From an optimization exercise on the open Yosys and OpenROAD flow, aimed at small area, a short achievable clock period and few clock cycles; shortcuts taken in it are not production practice. The RTL was checked by simulation tests, not by an equivalence proof against the original design.

==> flow/design.v, too long to show whole: its modules and the start of the top module <==
// module fir_filter: 3566 lines
// module fir_aoi21: 3 lines
// module fir_oai21: 3 lines
// module fir_nand2: 3 lines
// module fir_nor2: 3 lines
// module fir_inv: 3 lines
// module fir_xor2: 3 lines
// module fir_xnor2: 3 lines
// module fir_fa: 4 lines
// module fir_ha: 4 lines
module fir_filter #(
    parameter DATA_WIDTH = 16,
    parameter TAPS = 16
)(
    input wire clk,
    input wire reset,
    input wire start_fir,
    input wire [1:0] filter_mode,
    input wire [TAPS*DATA_WIDTH-1:0] input_buffer,
    output reg signed [DATA_WIDTH-1:0] fir_output,
    output reg fir_done
);
  // ...
==> flow/flow/run.sh <==
#!/bin/bash
# The standard layout (standard.sh) with smaller port buffers (buf_1), and the
# AOI21 cells of the synthesized netlist started at their smallest size
# (flow/downsize.tcl, run before floorplanning).
set -uo pipefail
bash standard.sh "BUFFER_PORTS_ARGS=-buffer_cell sky130_fd_sc_hd__buf_1" "PRE_FLOORPLAN_TCL=$(pwd)/flow/downsize.tcl" finish > standard_make.log 2>&1
==> flow/flow/downsize.tcl <==
# Run before floorplanning: synthesis maps the AOI21 cells of the prefix adders to
# the double-strength a21oi_2; start them at a21oi_1 and let timing repair upsize
# the ones on critical paths.
set db [ord::get_db]
set block [ord::get_db_block]
set small [$db findMaster sky130_fd_sc_hd__a21oi_1]
set n 0
foreach inst [$block getInsts] {
  if {[[$inst getMaster] getName] eq "sky130_fd_sc_hd__a21oi_2"} {
    $inst swapMaster $small
    incr n
  }
}
puts "downsize.tcl: a21oi_2 -> a21oi_1 on $n instances"
==> flow/standard.sh <==
#!/bin/bash
# synth_recipe.tcl (not shown) runs the flow's synth.tcl, then flattens the netlist and writes it again
# the make line also repeats each setting of config.mk as NAME=value (left out here)
make -C /OpenROAD-flow-scripts/flow DESIGN_CONFIG=/design/flow/config.mk WORK_HOME=/design/flow/orfs CLKGATE_MAP_FILE= SYNTH_SCRIPT=/design/flow/synth_recipe.tcl "${@:-finish}"
==> flow/config.mk <==
export PLATFORM = sky130hd
export DESIGN_NAME = fir_filter
export DESIGN_NICKNAME = fir_filter
export VERILOG_FILES = /design/flow/design.v
export SDC_FILE = /design/flow/constraint.sdc
export NUM_CORES = 4
export LEC_CHECK = 0
export CAP_MARGIN = 20
export CORE_MARGIN = 2
export CORE_UTILIZATION = 40
export GPL_TIMING_DRIVEN = 1
export PLACE_DENSITY = 0.6
export SETUP_SLACK_MARGIN = 4.5
export SLEW_MARGIN = 20
export SYNTH_HIERARCHICAL = 1
export SYNTH_MINIMUM_KEEP_SIZE = 0
==> flow/constraint.sdc <==
create_clock -name core_clock -period 11.0 [get_ports {clk}]
set_input_delay 2.2000 -clock core_clock [delete_from_list [all_inputs] [get_ports {clk}]]
set_output_delay 2.2000 -clock core_clock [all_outputs]
set_load 0.01 [all_outputs]
==> results.sh, run 1 <==
export IMPL_outcome="timing/DRC/antenna clean"
export IMPL_ant_nets=0
export IMPL_wl_met1_um=22700
export IMPL_grt_overflow=0
export IMPL_drv_slew=0
export IMPL_worst_path_buf_inv=3
export IMPL_ctsResizeCount=83
export IMPL_tns_ns=0
export IMPL_dp_cells=2668
export IMPL_setup_viol=0
export IMPL_gr_usage_met3=0.0222
export IMPL_grt_busiest_layer="met2"
export IMPL_port_buffers=277
export IMPL_wl_met3_um=2920
export IMPL_cts_setup_buffers=14
export IMPL_wl_met2_um=24500
export IMPL_path_common_cell="fa_1"
export IMPL_highest_layer="met4"
export IMPL_rsz0062_at_grt="yes"
export IMPL_post_drt_wl_per_cell_um=18.9
export IMPL_finalInstanceArea_mm2=0.0198
export IMPL_period_needed_ns=6.44
export IMPL_taps=532
export IMPL_antenna_found_initial=1
export IMPL_cp_end_kind="flip-flop"
export IMPL_drt_iter0_markers=950
export IMPL_drc=0
export IMPL_multi_input_area_mm2=0.0156
export IMPL_seq_cell_count=63
export IMPL_fin_cells=2730
export IMPL_min_path_type="in -> async"
export IMPL_finalWorstSetupSlack_ns=4.56
export IMPL_drive_gt1_frac=0.136
export IMPL_nNetsFinal=2926
Testbench counts, summed over its fixed seeds: cycles 1,032.
==> run 2, diff against run 1 <==
--- a/flow/config.mk
+++ b/flow/config.mk
@@ -10,7 +10,7 @@
 export CORE_UTILIZATION = 40
 export GPL_TIMING_DRIVEN = 1
 export PLACE_DENSITY = 0.6
-export SETUP_SLACK_MARGIN = 4.5
+export SETUP_SLACK_MARGIN = 4.15
 export SLEW_MARGIN = 20
 export SYNTH_HIERARCHICAL = 1
 export SYNTH_MINIMUM_KEEP_SIZE = 0
==> run 2 against run 1 <==
Final area fell by 6.9%. Critical path depth fell by 4. Global-route usage rose by 0.47 points. Worst hold slack got worse by 0.0081 ns. Critical path type unchanged. Largest cell class unchanged.
==> results.sh, run 2 <==
export IMPL_path_depth=12
export IMPL_met2_usage=0.387
export IMPL_post_route_period_util=0.607
export IMPL_antenna_found_initial=0
export IMPL_port_buffers=277
export IMPL_dieArea_mm2=0.0426
export IMPL_timing_worst_slew_pin_value_ns=0.902
export IMPL_critPathMaxFanout=52
export IMPL_max_stage_delay_ns=0.62
export IMPL_critPathRequiredTime_ns=11.20
export IMPL_cts_sinks=63
export IMPL_core_area_mm2=0.0406
export IMPL_min_path_type="in -> async"
export IMPL_grt_max_degree=66
export IMPL_post_drt_wl_per_cell_um=19.3
export IMPL_met1_usage=0.365
export IMPL_startpoint_type="input port"
export IMPL_ios=278
export IMPL_largest_reg_flops=17
export IMPL_cp_slowest_cell="fa_1"
export IMPL_nNetsFinal=2884
export IMPL_crit_chain="buf_1 -> inv_1 -> ha_2 -> buf_4 -> inv_2 -> buf_4 -> o211ai_1 -> fa_1 -> fa_1 -> fa_1 -> fa_1 -> fa_1"
export IMPL_tns_ns=0
export IMPL_drt_iter0_markers=937
export IMPL_cp_arrival_ns=6.88
export IMPL_clock_fmax_ghz=0.150
export IMPL_grt_pass1_vias=14500
export IMPL_via_per_inst=5.34
export IMPL_num_rows=74
export IMPL_placed_area_mm2=0.0178
export IMPL_num_antenna_cells=0
export IMPL_crit_type="in -> reg"
export IMPL_die_h_um=206
export IMPL_final_cell_mix="344 x nand2_1, 277 x buf_1, 272 x fa_1"
export IMPL_cp_end_kind="flip-flop"
export IMPL_maxCapViolCount=0
export IMPL_drv_slew=0
export IMPL_clk_path_buf_depth=2
export IMPL_root_buffer="clkbuf_16"
export IMPL_finalWorstSetupSlack_ns=4.32
export IMPL_vias=14400
export IMPL_yosysWarnings=7
export IMPL_ant_nets=0
export IMPL_slew_headroom=0.397
export IMPL_synth_cells=1911
export IMPL_period_needed_ns=6.68
export IMPL_rsz0062_at_grt="yes"
export IMPL_path_delay_family="adder cells"
export IMPL_grt_pass1_wl_um=81200
export IMPL_worst_path_buf_inv=5
export IMPL_gp_congestion=0.914
export IMPL_nFillCells=4029
export IMPL_drc=0
export IMPL_cts_buffers=9
export IMPL_fin_cells=2688
export IMPL_htree_levels=3
export IMPL_final_common_cell="nand2_1"
export IMPL_grt_usage=0.247
export IMPL_grt_overflow=0
export IMPL_hold_viol=0
export IMPL_die_w_um=206
export IMPL_grt_busiest_layer="met2"
export IMPL_final_core_util=0.454
export IMPL_first_pass_iters=5
export IMPL_holdWs_ns=1.65
export IMPL_clk_transition_reported_paths_ns=0.06
export IMPL_outcome="timing/DRC/antenna clean"
export IMPL_top_register="r_eg"
export IMPL_place_ws_ns=3.13
export IMPL_finalInstanceArea_mm2=0.0185
export IMPL_totalWireLength_um=51800
export IMPL_drive_gt1_frac=0.0357
export IMPL_setup_viol=0
export IMPL_initial_utilization=0.403
export IMPL_path_common_cell="fa_1"
export IMPL_multi_input_area_mm2=0.0147
export IMPL_dp_cells=2667
export IMPL_dpl_hpwl_um=44500
export IMPL_cts_tree="built"
export IMPL_regArea_mm2=0.00127
export IMPL_gr_usage_met3=0.0322
-- run 2: metal layers --
metal  vias to the layer above  share of wire
met2                       483           0.44
met3                        36          0.059
met4                         0          0.014
li1                       6916              -
met5                         -              0
met1                      6915           0.48
-- run 2: how the worst max path moves through the flow --
stage	start	to	slack [ns]
after floorplan	input_buffer[65]	r0_17	4.41
after global placement	input_buffer[113]	r0_12	3.19
after detailed placement	input_buffer[33]	r0_14	3.13
after CTS	input_buffer[65]	r0_16	4.15
after global routing	r0_9	fir_output[12]	4.13
final	filter_mode[1]	r0_8	4.32
-- run 2: layout make-up --
type | count | area share
sequential | 63 | 0.0686
clock inverter | 7 | 0.00522
timing repair buffer | 290 | 0.0623
clock buffer | 9 | 0.0122
tap | 532 | 0.0360
inverter | 103 | 0.0209
multi-input combinational | 1684 | 0.795
-- run 2: repair_timing --
action / 4_1_cts / 5_1_grt
endpoints found under the setup margin: 27 / 27
pin swaps: 0 / 3
gates resized for setup: 19 / 32
buffers inserted: 0 / 5
hold buffers: 0 / 0
==> run 3, diff against run 2 <==
--- a/flow/config.mk
+++ b/flow/config.mk
@@ -10,7 +10,7 @@
 export CORE_UTILIZATION = 40
 export GPL_TIMING_DRIVEN = 1
 export PLACE_DENSITY = 0.6
-export SETUP_SLACK_MARGIN = 4.15
+export SETUP_SLACK_MARGIN = 4.3
 export SLEW_MARGIN = 20
 export SYNTH_HIERARCHICAL = 1
 export SYNTH_MINIMUM_KEEP_SIZE = 0
==> run 3 against run 2 <==
Still clean on timing, DRC and antenna. Sequential cell count did not move. Final cell count rose by 0.19%. Utilization rose by 0.56 points. Maximum frequency rose by 1.8%.
==> results.sh, run 3 <==
export IMPL_holdBufCountCts=0
export IMPL_setup_viol=0
export IMPL_port_buffers=277
export IMPL_grt_max_degree=66
export IMPL_gp_congestion=0.914
export IMPL_grt_usage=0.247
export IMPL_period_needed_ns=6.56
export IMPL_min_path_type="in -> async"
export IMPL_largest_reg_flops=17
export IMPL_outcome="timing/DRC/antenna clean"
export IMPL_rsz0062_at_grt="yes"
export IMPL_holdWs_ns=1.66
export IMPL_drt_iter0_markers=946
export IMPL_cp_end_kind="flip-flop"
export IMPL_tns_ns=0
export IMPL_post_drt_wl_per_cell_um=19.3
export IMPL_clk_path_buf_depth=2
export IMPL_vias=14400
export IMPL_hold_viol=0
export IMPL_max_stage_delay_ns=0.58
export IMPL_final_common_cell="nand2_1"
export IMPL_dieArea_mm2=0.0426
export IMPL_root_buffer="clkbuf_16"
export IMPL_grt_pass1_vias=14500
export IMPL_timing_worst_slew_pin_value_ns=0.899
export IMPL_num_antenna_cells=0
export IMPL_totalWireLength_um=52000
export IMPL_num_rows=74
export IMPL_ios=278
export IMPL_initial_utilization=0.403
export IMPL_synth_cells=1911
export IMPL_cts_sinks=63
export IMPL_drv_slew=0
export IMPL_clk_transition_reported_paths_ns=0.06
export IMPL_path_common_cell="fa_1"
export IMPL_core_area_mm2=0.0406
export IMPL_crit_chain="buf_1 -> ha_1 -> a21oi_2 -> o21ai_2 -> a21oi_4 -> buf_12 -> o21ai_1 -> xor2_2 -> nor2b_1 -> a221oi_1 -> fa_1 -> fa_1 -> fa_1 -> fa_1 -> fa_1"
export IMPL_clock_fmax_ghz=0.152
export IMPL_yosysWarnings=7
export IMPL_die_w_um=206
export IMPL_nNetsFinal=2889
export IMPL_final_cell_mix="344 x nand2_1, 277 x buf_1, 272 x fa_1"
export IMPL_htree_levels=3
export IMPL_dpl_hpwl_um=44500
export IMPL_cp_arrival_ns=6.77
export IMPL_crit_type="in -> reg"
export IMPL_critPathRequiredTime_ns=11.21
export IMPL_maxCapViolCount=0
export IMPL_startpoint_type="input port"
export IMPL_cts_buffers=9
export IMPL_cts_tree="built"
export IMPL_first_pass_iters=5
export IMPL_cp_slowest_cell="fa_1"
export IMPL_post_route_period_util=0.596
export IMPL_ant_nets=0
export IMPL_critPathMaxFanout=6
export IMPL_via_per_inst=5.34
export IMPL_grt_pass1_wl_um=81300
export IMPL_drive_gt1_frac=0.0555
export IMPL_grt_overflow=0
export IMPL_die_h_um=206
export IMPL_drc=0
export IMPL_top_register="r_eg"
export IMPL_slew_headroom=0.399
export IMPL_antenna_found_initial=0
-- run 3: changes by cell type in the layout (fill, tap and decap cells not counted), sizes merged --
cell,before,now
buf,290,295
-- run 3: what timing repair did --
action                                  4_1_cts  5_1_grt
setup buffers                                 3        7
pin swaps                                     3        7
endpoints found under the setup margin       28       39
resized for setup                            36       55
hold endpoints to repair                      0        0
-- run 3: area by class of cell --
cell class              instances  area [um^2]
inverters                     103          387
fillers                      4011        22000
clock inverters                 7         96.3
clock buffers                   9          225
flip-flops and latches         63         1280
multi-input cells            1684        14800
well taps                     532          666
repair buffers                295         1200
-- run 3: worst paths after layout --
kind / from / to / slack (ns)
max: input_buffer[81] / r0_17 / 4.44
min: reset / fir_done / 1.66
max in group asynchronous: reset / fir_done / 9.26
min in group core_clock: start_fir / fir_done / 1.96
-- run 3: per-stage QoR --
stage / instances / util / cell area, um^2 / setup WS [ns]
2_1_floorplan: 1917 / - / 16400 / 4.41
3_3_place_gp: 2667 / 0.439 / 17800 / 3.19
3_5_place_dp: 2667 / 0.439 / 17800 / 3.13
4_1_cts: 2686 / 0.452 / 18400 / 4.30
5_1_grt: 2693 / 0.460 / 18700 / 4.27
6_report: 2693 / 0.460 / 18700 / 4.44
-- run 3: layer usage --
metal | GRT usage | wire length (um) | vias to the layer above
met5 | 0 | 0 | -
met2 | 0.388 | 23100 | 489
met4 | 0.0490 | 786 | 0
met1 | 0.363 | 24700 | 6927
met3 | 0.0345 | 3470 | 38
li1 | - | - | 6934
-- run 3: worst max-delay path, delay by kind of cell --
kind                       cells  cell delay (ns)
adders and majority gates      6             2.82
AOI/OAI and AO/OA              5             1.12
buffers and inverters          2             0.22
xor gates and xnor gates       1             0.28
and+or+nand+nor                1             0.11
==> run 4, diff against run 3 <==
--- a/flow/config.mk
+++ b/flow/config.mk
@@ -7,9 +7,9 @@
 export LEC_CHECK = 0
 export CAP_MARGIN = 20
 export CORE_MARGIN = 2
-export CORE_UTILIZATION = 40
+export CORE_UTILIZATION = 45
 export GPL_TIMING_DRIVEN = 1
-export PLACE_DENSITY = 0.6
+export PLACE_DENSITY = 0.65
 export SETUP_SLACK_MARGIN = 4.3
 export SLEW_MARGIN = 20
 export SYNTH_HIERARCHICAL = 1
==> run 4 against run 3 <==
Still clean on timing, DRC and antenna. Non-clock buffer count shrank 3. Synthesized cell count did not move. First-iteration DRC count is 6.9% higher. Routed wire length is 4.8% lower. Sequential cell count stayed put. Final cell count shrank 2.7%. Die area is 11% lower. Critical endpoint is now r0_16. Largest cell class unchanged.
==> results.sh, run 4 <==
export IMPL_first_pass_iters=5
export IMPL_setup_viol=0
export IMPL_num_antenna_cells=0
export IMPL_grt_pass1_wl_um=78100
export IMPL_period_needed_ns=6.65
export IMPL_worst_path_buf_inv=2
export IMPL_critPathMaxFanout=6
export IMPL_min_path_type="in -> async"
export IMPL_clk_path_buf_depth=2
export IMPL_die_w_um=195
export IMPL_drc=0
export IMPL_critPathRequiredTime_ns=11.22
export IMPL_hold_viol=0
export IMPL_outcome="timing/DRC/antenna clean"
export IMPL_vias=14400
export IMPL_timing_worst_slew_pin_value_ns=0.973
export IMPL_nNetsFinal=2886
export IMPL_crit_chain="buf_1 -> ha_1 -> a21oi_2 -> o21ai_2 -> a21oi_4 -> inv_1 -> a21oi_1 -> xnor2_1 -> nand2_1 -> o21ai_0 -> fa_1 -> fa_1 -> fa_1 -> fa_1 -> fa_1"
export IMPL_yosysWarnings=7
export IMPL_path_delay_family="adder cells"
export IMPL_root_buffer="clkbuf_16"
export IMPL_grt_max_degree=73
export IMPL_final_core_util=0.519
export IMPL_cp_slowest_cell="fa_1"
export IMPL_ant_nets=0
export IMPL_maxCapViolCount=0
export IMPL_cts_tree="built"
export IMPL_initial_utilization=0.458
export IMPL_clk_transition_reported_paths_ns=0.06
export IMPL_port_buffers=277
export IMPL_startpoint_type="input port"
export IMPL_cts_buffers=9
export IMPL_die_h_um=195
export IMPL_cp_end_kind="flip-flop"
export IMPL_post_drt_wl_per_cell_um=18.9
export IMPL_cp_arrival_ns=6.86
export IMPL_grt_usage=0.259
export IMPL_rsz0062_at_grt="yes"
export IMPL_drt_iter0_markers=1011
export IMPL_top_register="r_eg"
export IMPL_clock_fmax_ghz=0.150
export IMPL_drv_slew=0
export IMPL_crit_type="in -> reg"
export IMPL_post_route_period_util=0.604
export IMPL_synth_cells=1911
export IMPL_cts_sinks=63
export IMPL_dpl_hpwl_um=42400
export IMPL_antenna_found_initial=0
export IMPL_largest_reg_flops=17
export IMPL_num_rows=69
export IMPL_gp_congestion=0.956
export IMPL_grt_overflow=0
export IMPL_final_common_cell="nand2_1"
export IMPL_htree_levels=3
export IMPL_tns_ns=0
export IMPL_path_common_cell="fa_1"
export IMPL_ios=278
export IMPL_final_cell_mix="344 x nand2_1, 277 x buf_1, 272 x fa_1"
export IMPL_max_stage_delay_ns=0.59
export IMPL_grt_pass1_vias=14400
export IMPL_slew_headroom=0.352
export IMPL_via_per_inst=5.49
export IMPL_totalWireLength_um=49500
export IMPL_core_area_mm2=0.0357
export IMPL_drive_gt1_frac=0.0519
export IMPL_holdBufCountCts=0
export IMPL_dieArea_mm2=0.0379
-- run 4: layout make-up --
| cell class | instances | area (um^2) |
|---|---|---|
| Multi-Input combinational cell | 1684 | 14800 |
| Sequential cell | 63 | 1280 |
| Fill cell | 3454 | 17200 |
| Inverter | 103 | 390 |
| Tap cell | 461 | 577 |
| Timing Repair Buffer | 292 | 1180 |
| Clock inverter | 6 | 92.6 |
| Clock buffer | 10 | 239 |
-- run 4: worst max path at each step --
stage | from | endpoint | slack, ns | cells past startpoint
2_1_floorplan | input_buffer[65] | r0_17 | 4.41 | 13
3_3_place_gp | input_buffer[33] | r0_17 | 3.06 | 13
3_5_place_dp | input_buffer[33] | r0_14 | 3.09 | 15
4_1_cts | input_buffer[17] | r0_17 | 4.31 | 14
5_1_grt | input_buffer[87] | r0_14 | 4.26 | 14
6_report | input_buffer[97] | r0_16 | 4.35 | 15
-- run 4: metrics by stage --
stage               hold slack [ns]  std cells  instance area [um^2]  setup WS, ns
CTS                            1.64       2612                 18300          4.31
finish                         1.65       2619                 18600          4.35
detailed placement             2.01       2595                 17700          3.09
global route                   1.65       2619                 18600          4.26
global placement               2.01       2595                 17700          3.06
floorplan                      1.93       1917                 16400          4.41
-- run 4: per-layer routing --
layer  part of all wire  vias up  GRT usage
met5                  0        -          0
met4              0.010        0     0.0399
met3              0.068       34     0.0335
met2               0.45      525      0.408
met1               0.48     6878      0.388
li1                   -     6940          -
-- run 4: what timing repair did --
action                                  CTS  global route
endpoints found under the setup margin   26            40
setup buffers                             1             7
pin swaps                                 4             4
endpoints found under the hold margin     0             0
resized for setup                        30            56

## what the ideal ports hide
No port has a modelled driver above. Below, the same layouts with a new extraction and two added sets of constraints. Step 1 sets driving cells, clkbuf_16 on the clock port and buf_2 on the other inputs (assumed; they add their load-dependent delay and slew). Step 2, shift: input delay + t, output delay - t, t = (earliest + latest rising clock arrival at the registers) / 2. This alone moves slack from input paths to output paths. a / b / c = ideal ports / drivers / drivers and shift; a / b = the first two.
run	shift t [ns]	setup slack, ns	worst setup path after step 2	worst register clock-pin slew, ns
run 1	0.375	4.557 / 4.579 / 4.204	input to register	0.05 / 0.05
run 2	0.380	4.322 / 4.315 / 3.945	input to register	0.06 / 0.06
run 3	0.378	4.439 / 4.465 / 4.087	input to register	0.06 / 0.06
run 4	0.379	4.355 / 4.377 / 3.998	input to register	0.06 / 0.06
After both steps setup and hold are still met in every run listed. The setup slack of run 2, which loses most, moves by -0.007 ns with the drivers and by -0.377 ns with both steps.
